Source: an optimization exercise on an open RTL-to-GDS flow (aim: small area). Production flows keep margins and buffers that such runs may drop.
The RTL was checked by simulation tests, not by an equivalence proof against the original design.
No driver is modelled on the clock port, so clocking that relies on it looks cheaper here than on a real chip.
Power figures rest on the tool's default switching activity, not on a simulated workload.

==> run X: inputs <==
==> flow/design.v <==
`timescale 1ns / 1ps
module ButtonController(
    input  i_clk,
    input  i_reset,
    input  i_run,
    input  i_button,
    output o_click       
    );
    localparam [18:0] START = 19'b0101010101010101010;
    localparam [18:0] TERM  = 19'b0011000001111011011;
    reg        r_level;
    reg [18:0] r_cnt;
    wire [18:0] w_cnt = i_run ? r_cnt : START;
    wire w_differ = i_button ^ r_level;
    wire w_term   = (w_cnt == TERM);
    wire w_step   = w_differ & ~w_term;
    wire w_fb     = w_cnt[18] ^ w_cnt[5];
    assign o_click = w_term & r_level & ~i_button;
    always @(posedge i_clk or posedge i_reset) begin
        if (i_reset)     r_level <= 1'b0;
        else if (w_term) r_level <= i_button;
    end
    always @(posedge i_clk) begin
        r_cnt <= w_step ? {~w_cnt[17:0], w_fb} : START;
    end
endmodule
`timescale 1ns / 1ps
module clock_divider(
    input  i_clk,
    input  i_reset,
    input  i_run,
    output [2:0] o_zone
    );
    localparam [14:0] SEG_START = 15'b001010010100000;
    localparam [14:0] SEG_RESET = 15'b111010110101111;
    reg [14:0] r_seg;
    reg [2:0]  r_zone;
    assign o_zone = r_zone;
    wire [14:0] w_seg = i_run ? r_seg : SEG_RESET;
    wire w_end30000 = ((w_seg & 15'b111111110111111) == 15'b000001100001000);
    wire w_end20000 = ((w_seg & 15'b111000111111111) == 15'b000000011100001);
    wire w_end19900 = ((w_seg & 15'b001111111111111) == 15'b000000011001000);
    wire w_end100   = ((w_seg & 15'b010011000010000) == 15'b010000000000000);
    wire w_z01 = ~r_zone[1];                
    wire w_z2  =  r_zone[1] & ~r_zone[2];   
    wire w_z3  =  r_zone[2] &  r_zone[0];   
    wire w_z4  =  r_zone[2] & ~r_zone[0];   
    wire w_end = (w_z01 & w_end30000) | (w_z2 & w_end20000) |
                 (w_z3 & w_end19900) | (w_z4 & w_end100);
    wire w_fb = ~(w_seg[14] ^ w_seg[7]);
    always @(posedge i_clk or posedge i_reset) begin
        if (i_reset)    r_zone <= 3'b000;
        else if (w_end) r_zone <= {r_zone[1] & r_zone[0], r_zone[0], ~r_zone[2]};
    end
    always @(posedge i_clk) begin
        r_seg <= w_end ? SEG_START : {~w_seg[13:0], w_fb};
    end
endmodule
`timescale 1ns / 1ps
`timescale 1ns / 1ps
module Comparator(
    input [2:0] i_zone,
    output o_light_1, o_light_2, o_light_3, o_light_4
    );
    assign o_light_1 = ~i_zone[1] & ~i_zone[0];    
    assign o_light_2 = ~i_zone[1];                 
    assign o_light_3 = ~i_zone[2];                 
    assign o_light_4 = ~(i_zone[2] & ~i_zone[0]);  
endmodule
`timescale 1ns / 1ps
module FSM_LED_UpDown(
    input i_clk,
    input i_reset,
    input  [2:0] i_click,        
    output [2:0] o_lightState    
    );
    reg       r_act0, r_act1;
    reg [2:0] r_s;
    assign o_lightState = r_s;
    wire w_none = ~r_act1 & ~r_act0;
    wire w_up   = ~r_act1 &  r_act0;
    wire w_down =  r_act1 & ~r_act0;
    always @(posedge i_clk or posedge i_reset) begin
        if (i_reset) begin
            r_act0 <= 1'b0;
            r_act1 <= 1'b0;
            r_s    <= 3'b000;
        end else begin
            r_act0 <= i_click[0] | i_click[1];
            r_act1 <= i_click[0] | (~i_click[1] & i_click[2]);
            r_s[0] <= (w_none & r_s[0]) | (w_up & ~r_s[2])           | (w_down & r_s[1]);
            r_s[1] <= (w_none & r_s[1]) | (w_up & (r_s[1] | r_s[0])) | (w_down & r_s[2]);
            r_s[2] <= (w_none & r_s[2]) | (w_up & r_s[1])            | (w_down & r_s[2] & ~r_s[0]);
        end
    end
endmodule
`timescale 1ns / 1ps
module Mux(
    input [4:0] i_x,
    input [2:0] i_select,
    output o_y
    );
    wire s1 = ~i_select[1] &  i_select[0];    
    wire s2 = ~i_select[2] &  i_select[1];    
    wire s3 =  i_select[2] &  i_select[0];    
    wire s4 =  i_select[2] & ~i_select[0];    
    assign o_y = (s1 & i_x[0]) | (s2 & i_x[1]) | (s3 & i_x[2]) | (s4 & i_x[3]);
endmodule
`timescale 1ns / 1ps
module TOP_UPdown(
    input i_clk,
    input i_reset,
    input [2:0] i_button,
    output o_LED_UP_down
    );
    wire [2:0] w_click;
    wire [2:0] w_zone;
    wire [4:0] w_light;
    wire [2:0] w_lightState;
    reg r_run;
    always @(posedge i_clk or posedge i_reset) begin
        if (i_reset) r_run <= 1'b0;
        else         r_run <= 1'b1;
    end
    clock_divider clock_divide (
    .i_clk(i_clk),
    .i_reset(i_reset),
    .i_run(r_run),
    .o_zone(w_zone)
    );
    Comparator Compare(
    .i_zone(w_zone),
    .o_light_1(w_light[0]),
    .o_light_2(w_light[1]),
    .o_light_3(w_light[2]),
    .o_light_4(w_light[3])
    );
    assign w_light[4] = 1'b0;
    ButtonController ButtonController0 (
    .i_clk(i_clk),
    .i_reset(i_reset),
    .i_run(r_run),
    .i_button(i_button[0]),
    .o_click(w_click[0])
    );
    ButtonController ButtonController1 (
    .i_clk(i_clk),
    .i_reset(i_reset),
    .i_run(r_run),
    .i_button(i_button[1]),
    .o_click(w_click[1])
    );
    ButtonController ButtonController2 (
    .i_clk(i_clk),
    .i_reset(i_reset),
    .i_run(r_run),
    .i_button(i_button[2]),
    .o_click(w_click[2])
    );
    FSM_LED_UpDown FSM_LED_UpDown0(
    .i_clk(i_clk),
    .i_reset(i_reset),
    .i_click(w_click),
    .o_lightState(w_lightState)
    );
    Mux Mux(
    .i_x(w_light),
    .i_select(w_lightState),
    .o_y(o_LED_UP_down)
    );
endmodule
==> flow/flow/run.sh <==
#!/bin/bash
# Own layout flow: the standard flow (standard.sh), with these changes to
# how the layout is built:
#  - after the standard synthesis, resynth.sh maps the combinational logic
#    again with ABC for area (flip-flops kept as they are, by name and cell);
#  - after floorplan, combinational cells left above their smallest drive
#    strength are put back to it (downsize.tcl); the placement step's
#    repair_design then buffers or resizes whatever misses a slew or
#    capacitance limit, as usual;
#  - the port buffers are the smallest buffer, buf_1;
set -euo pipefail
W=$(pwd)
R=$W/orfs/results/$FLOW_PLATFORM/TOP_UPdown/base
bash standard.sh synth > "$W/flow_synth.log" 2>&1
cp "$R/1_2_yosys.v" "$W/standard_synth.v"
bash flow/resynth.sh "$W/standard_synth.v" "$W/resynth.v" > "$W/flow_resynth.log" 2>&1
cp "$W/resynth.v" "$R/1_2_yosys.v"
rm -f "$R/1_synth.odb" "$R/1_synth.sdc"
export REMOVE_ABC_BUFFERS=1
export POST_FLOORPLAN_TCL="$W/flow/downsize.tcl"
export BUFFER_PORTS_ARGS="-buffer_cell sky130_fd_sc_hd__buf_1"
export CTS_ARGS="-sink_clustering_enable -repair_clock_nets -dont_use_dummy_load -buf_list sky130_fd_sc_hd__clkbuf_4"
export POST_CTS_TCL="$W/flow/clocktree.tcl"
bash standard.sh > "$W/flow_make.log" 2>&1
==> flow/flow/clocktree.tcl <==
estimate_parasitics -placement
set n 0
foreach inst [[ord::get_db_block] getInsts] {
  if { [[$inst getMaster] getName] ne "sky130_fd_sc_hd__clkbuf_4" } {
    continue
  }
  set worst 0
  foreach it [[[$inst findITerm X] getNet] getITerms] {
    if { [$it isOutputSignal] || [[$it getMTerm] getName] ne "CLK" } {
      continue
    }
    set pin [get_pins [[$it getInst] getName]/[[$it getMTerm] getName]]
    set slew [get_property $pin slew_max]
    if { $slew > $worst } {
      set worst $slew
    }
  }
  if { $worst > 0.120 } {
    puts "clock buffer [$inst getName]: sink slew $worst, using clkbuf_8"
    replace_cell [$inst getName] sky130_fd_sc_hd__clkbuf_8
    incr n
  }
}
puts "upsized $n clock buffers"
if { $n > 0 } {
  detailed_placement
  check_placement -verbose
  estimate_parasitics -placement
}
==> flow/flow/downsize.tcl <==
# Put every combinational cell back to its smallest drive strength
# (flip-flops, clock cells, ties and physical cells are left as they are).
set db [ord::get_db]
set n 0
foreach inst [[ord::get_db_block] getInsts] {
  set master [[$inst getMaster] getName]
  if { ![regexp {^sky130_fd_sc_hd__([a-z0-9]+)_([0-9]+)$} $master -> base size] } {
    continue
  }
  if { $size <= 1 || [regexp {^(s?e?df|dl|clk|tap|fill|decap|conb|diode|lpflow|probe)} $base] } {
    continue
  }
  foreach s {1 0} {
    set cand "sky130_fd_sc_hd__${base}_$s"
    if { $cand ne $master && [$db findMaster $cand] ne "NULL" } {
      puts "downsize [$inst getName] $master -> $cand"
      replace_cell [$inst getName] $cand
      incr n
      break
    }
  }
}
puts "downsized $n cells"
==> flow/flow/resynth.sh <==
#!/bin/bash
# Re-map the combinational logic of the standard synthesis netlist for area.
# The flip-flops (and tie cells) are kept as they are, as black boxes, so
# every register keeps its instance name, cell and output net; only the gates
# between them are mapped again by ABC. Each round tries several ABC scripts
# on the best netlist so far and keeps the smallest result (or the netlist it
# started from, if none is smaller); the rounds stop after one that finds
# nothing smaller, or after six. usage: resynth.sh NETLIST_IN NETLIST_OUT
set -euo pipefail
IN=$1; OUT=$2
W=$(pwd)/resynth; mkdir -p "$W"
YOSYS=${YOSYS_EXE:-$FLOW_HOME/../tools/install/yosys/bin/yosys}
LIB=$FLOW_HOME/platforms/sky130hd/lib/sky130_fd_sc_hd__tt_025C_1v80.lib
DONT_USE=$(sed -n '/^export DONT_USE_CELLS/,/^$/p' "$FLOW_HOME/platforms/sky130hd/config.mk" | tr -d '\\' | tr ' \t' '\n\n' | grep '^sky130' | sed 's/^/-dont_use /' | tr '\n' ' ')
scripts=(
  "strash; dc2; dch -f; map -a; topo; dnsize"
  "strash; dch -f; map -a; topo; dnsize"
  "strash; ifraig; dc2; dch -f; map -a -B 0; topo; dnsize"
  "strash; dch; map -a; topo; dnsize"
  "strash; dch -f; map -a; strash; dch -f; map -a; topo; dnsize"
  "strash; dch -f; map -a; strash; dch -f; map -a; strash; dch -f; map -a; topo; dnsize"
  "strash; dc2; dch -f; map -a; strash; dc2; dch -f; map -a; topo; dnsize"
  "strash; dch; map -a; strash; dch; map -a; topo; dnsize"
)
area_of() {  # area of a netlist, as Yosys counts it with the liberty
  cat > "$W/area.ys" <<EOS
read_liberty -lib $LIB
read_verilog $1
hierarchy -top $FLOW_TOP
stat -liberty $LIB
EOS
  "$YOSYS" -q -s "$W/area.ys" -l "$W/area.log" > /dev/null 2>&1
  grep -E "Chip area for module" "$W/area.log" | tail -1 | awk '{print $NF}'
}
cp "$IN" "$W/best.v"
best_area=$(area_of "$W/best.v")
echo "input: area $best_area"
for round in 1 2 3 4 5 6; do
  start_area=$best_area
  cur="$W/round$round.in.v"
  cp "$W/best.v" "$cur"
  for i in "${!scripts[@]}"; do
    tag="r${round}s$i"
    echo "${scripts[$i]}" > "$W/$tag.abc"
    cat > "$W/$tag.ys" <<EOS
read_liberty -ignore_miss_func $LIB
blackbox sky130_fd_sc_hd__df* sky130_fd_sc_hd__conb_1
read_verilog $cur
hierarchy -top $FLOW_TOP
flatten
rename -hide w:_*_.*
opt_clean
abc -liberty $LIB $DONT_USE -script $W/$tag.abc
opt_clean -purge
setattr -mod -unset blackbox
write_verilog -noattr -nohex -nodec $W/$tag.v
EOS
    if "$YOSYS" -q -s "$W/$tag.ys" -l "$W/$tag.log" > /dev/null 2>&1; then
      area=$(area_of "$W/$tag.v")
      echo "round $round script $i: area $area"
      if [[ -n "$area" ]] && awk "BEGIN{exit !($area < $best_area)}"; then
        cp "$W/$tag.v" "$W/best.v"; best_area=$area
      fi
    else
      echo "round $round script $i: failed"
    fi
  done
  if ! awk "BEGIN{exit !($best_area < $start_area)}"; then
    break
  fi
done
echo "resynth: area $best_area"
cp "$W/best.v" "$OUT"
==> flow/standard.sh <==
#!/bin/bash
# synth_recipe.tcl (not shown) runs the flow's synth.tcl, then flattens the netlist and writes it again
# the make line also repeats each setting of config.mk as NAME=value (left out here)
make -C /OpenROAD-flow-scripts/flow DESIGN_CONFIG=/design/flow/config.mk WORK_HOME=/design/flow/orfs CLKGATE_MAP_FILE= SYNTH_SCRIPT=/design/flow/synth_recipe.tcl "${@:-finish}"
==> flow/config.mk <==
export PLATFORM = sky130hd
export DESIGN_NAME = TOP_UPdown
export DESIGN_NICKNAME = TOP_UPdown
export VERILOG_FILES = /design/flow/design.v
export SDC_FILE = /design/flow/constraint.sdc
export NUM_CORES = 4
export LEC_CHECK = 0
export CAP_MARGIN = 20
export CORE_MARGIN = 2
export CORE_UTILIZATION = 40
export SLEW_MARGIN = 20
==> flow/constraint.sdc <==
create_clock -name core_clock -period 10.0 [get_ports {i_clk}]
set_input_delay 2.0000 -clock core_clock [delete_from_list [all_inputs] [get_ports {i_clk}]]
set_output_delay 2.0000 -clock core_clock [all_outputs]
set_load 0.01 [all_outputs]
==> run E: changes against run X <==
==> flow/design.v, changed modules only <==
module ButtonController(
    input  i_clk,
    input  i_reset,
    input  i_button,
    output o_click       
    );
    localparam [18:0] TERM = 19'b1011100111001011110;
    reg        r_level;
    reg [18:0] r_cnt;
    wire w_differ = i_button ^ r_level;
    wire w_term   = (r_cnt == TERM);
    wire w_step   = w_differ & ~w_term;
    wire w_fb     = r_cnt[18] ^ r_cnt[5];
    assign o_click = w_term & r_level & ~i_button;
    always @(posedge i_clk or posedge i_reset) begin
        if (i_reset) begin
            r_level <= 1'b0;
            r_cnt   <= 19'd0;
        end else begin
            if (w_term) r_level <= i_button;
            r_cnt <= w_step ? {~r_cnt[17:0], w_fb} : 19'd0;
        end
    end
endmodule
module clock_divider(
    input  i_clk,
    input  i_reset,
    output [2:0] o_zone
    );
    localparam [14:0] SEG_START = 15'b010100110101010;
    reg [14:0] r_seg;
    reg [2:0]  r_zone;
    assign o_zone = r_zone;
    wire w_end30000 = ((r_seg & 15'b111011111111111) == 15'b101010100111010);
    wire w_end20000 = ((r_seg & 15'b101111111110111) == 15'b101111000100000);
    wire w_end19900 = ((r_seg & 15'b111111101100111) == 15'b110011101000010);
    wire w_end100   = ((r_seg & 15'b010001000000010) == 15'b000001000000000);
    wire w_z01 = ~r_zone[1];                
    wire w_z2  =  r_zone[1] & ~r_zone[2];   
    wire w_z3  =  r_zone[2] &  r_zone[0];   
    wire w_z4  =  r_zone[2] & ~r_zone[0];   
    wire w_end = (w_z01 & w_end30000) | (w_z2 & w_end20000) |
                 (w_z3 & w_end19900) | (w_z4 & w_end100);
    wire w_fb = r_seg[14] ^ r_seg[0];
    always @(posedge i_clk or posedge i_reset) begin
        if (i_reset) begin
            r_seg  <= 15'd0;
            r_zone <= 3'b000;
        end else begin
            r_seg <= w_end ? SEG_START : {~r_seg[13:0], w_fb};
            if (w_end) r_zone <= {r_zone[1] & r_zone[0], r_zone[0], ~r_zone[2]};
        end
    end
endmodule
module TOP_UPdown(
    input i_clk,
    input i_reset,
    input [2:0] i_button,
    output o_LED_UP_down
    );
    wire [2:0] w_click;
    wire [2:0] w_zone;
    wire [4:0] w_light;
    wire [2:0] w_lightState;
    clock_divider clock_divide (
    .i_clk(i_clk),
    .i_reset(i_reset),
    .o_zone(w_zone)
    );
    Comparator Compare(
    .i_zone(w_zone),
    .o_light_1(w_light[0]),
    .o_light_2(w_light[1]),
    .o_light_3(w_light[2]),
    .o_light_4(w_light[3])
    );
    assign w_light[4] = 1'b0;
    ButtonController ButtonController0 (
    .i_clk(i_clk),
    .i_reset(i_reset),
    .i_button(i_button[0]),
    .o_click(w_click[0])
    );
    ButtonController ButtonController1 (
    .i_clk(i_clk),
    .i_reset(i_reset),
    .i_button(i_button[1]),
    .o_click(w_click[1])
    );
    ButtonController ButtonController2 (
    .i_clk(i_clk),
    .i_reset(i_reset),
    .i_button(i_button[2]),
    .o_click(w_click[2])
    );
    FSM_LED_UpDown FSM_LED_UpDown0(
    .i_clk(i_clk),
    .i_reset(i_reset),
    .i_click(w_click),
    .o_lightState(w_lightState)
    );
    Mux Mux(
    .i_x(w_light),
    .i_select(w_lightState),
    .o_y(o_LED_UP_down)
    );
endmodule
==> flow/flow/run.sh (replaced) <==
#!/bin/bash
set -euo pipefail
W=$(pwd)
export REMOVE_ABC_BUFFERS=1
export POST_FLOORPLAN_TCL="$W/flow/downsize.tcl"
export BUFFER_PORTS_ARGS="-buffer_cell sky130_fd_sc_hd__buf_1"
export CTS_ARGS="-sink_clustering_enable -repair_clock_nets -dont_use_dummy_load -buf_list sky130_fd_sc_hd__clkbuf_4"
export POST_CTS_TCL="$W/flow/clocktree.tcl"
bash standard.sh > "$W/flow_make.log" 2>&1
--- a/flow/flow/clocktree.tcl
+++ b/flow/flow/clocktree.tcl
@@ -16,5 +16,5 @@
     }
   }
-  if { $worst > 0.120 } {
+  if { $worst > 0.115 } {
     puts "clock buffer [$inst getName]: sink slew $worst, using clkbuf_8"
     replace_cell [$inst getName] sky130_fd_sc_hd__clkbuf_8
removed: flow/flow/resynth.sh
==> run G: changes against run X <==
==> flow/flow/resynth.sh (replaced) <==
#!/bin/bash
# Re-map the combinational logic of the standard synthesis netlist for area.
# The flip-flops (and tie cells) are kept as they are, as black boxes, so
# every register keeps its instance name and cell; only the gates between
# them are mapped again by ABC. Several ABC scripts are tried and the
# smallest result is kept. usage: resynth.sh NETLIST_IN NETLIST_OUT
set -euo pipefail
IN=$1; OUT=$2
W=$(pwd)/resynth; mkdir -p "$W"
YOSYS=${YOSYS_EXE:-$FLOW_HOME/../tools/install/yosys/bin/yosys}
LIB=$FLOW_HOME/platforms/sky130hd/lib/sky130_fd_sc_hd__tt_025C_1v80.lib
DONT_USE=$(sed -n '/^export DONT_USE_CELLS/,/^$/p' "$FLOW_HOME/platforms/sky130hd/config.mk" | tr -d '\\' | tr ' \t' '\n\n' | grep '^sky130' | sed 's/^/-dont_use /' | tr '\n' ' ')
scripts=(
  "strash; dc2; dch -f; map -a; topo; dnsize"
  "strash; dch -f; map -a; topo; dnsize"
  "strash; ifraig; dc2; dch -f; map -a -B 0; topo; dnsize"
  "strash; dch; map -a; topo; dnsize"
)
best=""; best_area=""
for i in "${!scripts[@]}"; do
  echo "${scripts[$i]}" > "$W/s$i.abc"
  cat > "$W/r$i.ys" <<EOS
read_liberty -ignore_miss_func $LIB
blackbox sky130_fd_sc_hd__df* sky130_fd_sc_hd__conb_1
read_verilog $IN
hierarchy -top $FLOW_TOP
flatten
rename -hide w:_*_.*
opt_clean
abc -liberty $LIB $DONT_USE -script $W/s$i.abc
opt_clean -purge
setattr -mod -unset blackbox
stat -liberty $LIB
write_verilog -noattr -nohex -nodec $W/out$i.v
EOS
  if "$YOSYS" -q -s "$W/r$i.ys" -l "$W/r$i.log" > /dev/null 2>&1; then
    area=$(grep -E "Chip area for module" "$W/r$i.log" | tail -1 | awk '{print $NF}')
    echo "resynth script $i: area $area"
    if [[ -n "$area" ]] && { [[ -z "$best_area" ]] || awk "BEGIN{exit !($area < $best_area)}"; }; then
      best=$i; best_area=$area
    fi
  else
    echo "resynth script $i failed"
  fi
done
[[ -n "$best" ]]
echo "resynth: using script $best, area $best_area"
cp "$W/out$best.v" "$OUT"
==> summary.txt <==
Seq area share=0.621; worst setup margin=6.60 ns; non-clk buf share=0.00669; Least-Margin Pin Slew=0.778 ns; Non-CTS buffers=5; FF+latch area=around 1700 um^2; Post-Place Cells=359; switching share of power=0.211; Cell Rows=29; met3 wire length=124 um; Flop pwr share=0.688; clk sinks=84; Mean Syn Cell Area=roughly 9.4 um^2; P_sw=105 uW; area grow syn2layout=7.48%; final sequential cell count=84; Comb pwr share=0.024; commonest cells after routing, fill and taps aside=dfxtp_1, nand2_1, nor2_1, clkinv_1, dfrtp_1; outcome=no timing/DRC/antenna violations
That was run G.
==> summary.txt <==
outcome=no timing/DRC/antenna violations; area grow syn2layout=7.31%; clk sinks=84; P_sw=106 uW; Non-CTS buffers=5; switching share of power=0.214; worst setup margin=~6.6 ns; FF+latch area=1740 um^2; Cell Rows=29; non-clk buf share=0.00677
That was run X.
==> summary.txt <==
final sequential cell count=83; outcome=no timing/DRC/antenna violations; Flop pwr share=0.671; Cell Rows=31; Post-Place Cells=342; Mean Syn Cell Area=12.4 um^2; switching share of power=0.240; Least-Margin Pin Slew=around 0.76 ns; Comb pwr share=0.067; P_sw=138 uW; FF+latch area=just over 2000 um^2
That was run E.

## static timing again, ports no longer ideal
How much do the figures lean on ideal ports? The routed layouts below were timed once more, with nothing changed but the port constraints.
Step 1 assumes that a clkbuf_16 drives the clock port and a buf_2 every other input.
Step 2 moves the port delays by t, midway between the first and last clock arrival at a register: inputs arrive t later, outputs are due t later. That takes back most of the time a late clock gives input paths.
Three values: ideal ports, drivers, drivers and shift; two values: the first two.
run	t, ns	setup WS [ns]	worst hold slack (ns)	worst data-port slew with drivers (ns)
run X	0.415	6.613 / 6.586 / 6.332	0.382 / 0.382 / 0.382	0.03
run E	0.426	6.482 / 6.455 / 6.664	0.413 / 0.413 / 0.413	0.03
run G	0.418	6.601 / 6.576 / 6.372	0.381 / 0.381 / 0.381	0.03
After both steps setup and hold are still met in every run listed. The setup slack of run X, which loses most, moves by -0.027 ns with the drivers and by -0.281 ns with both steps.
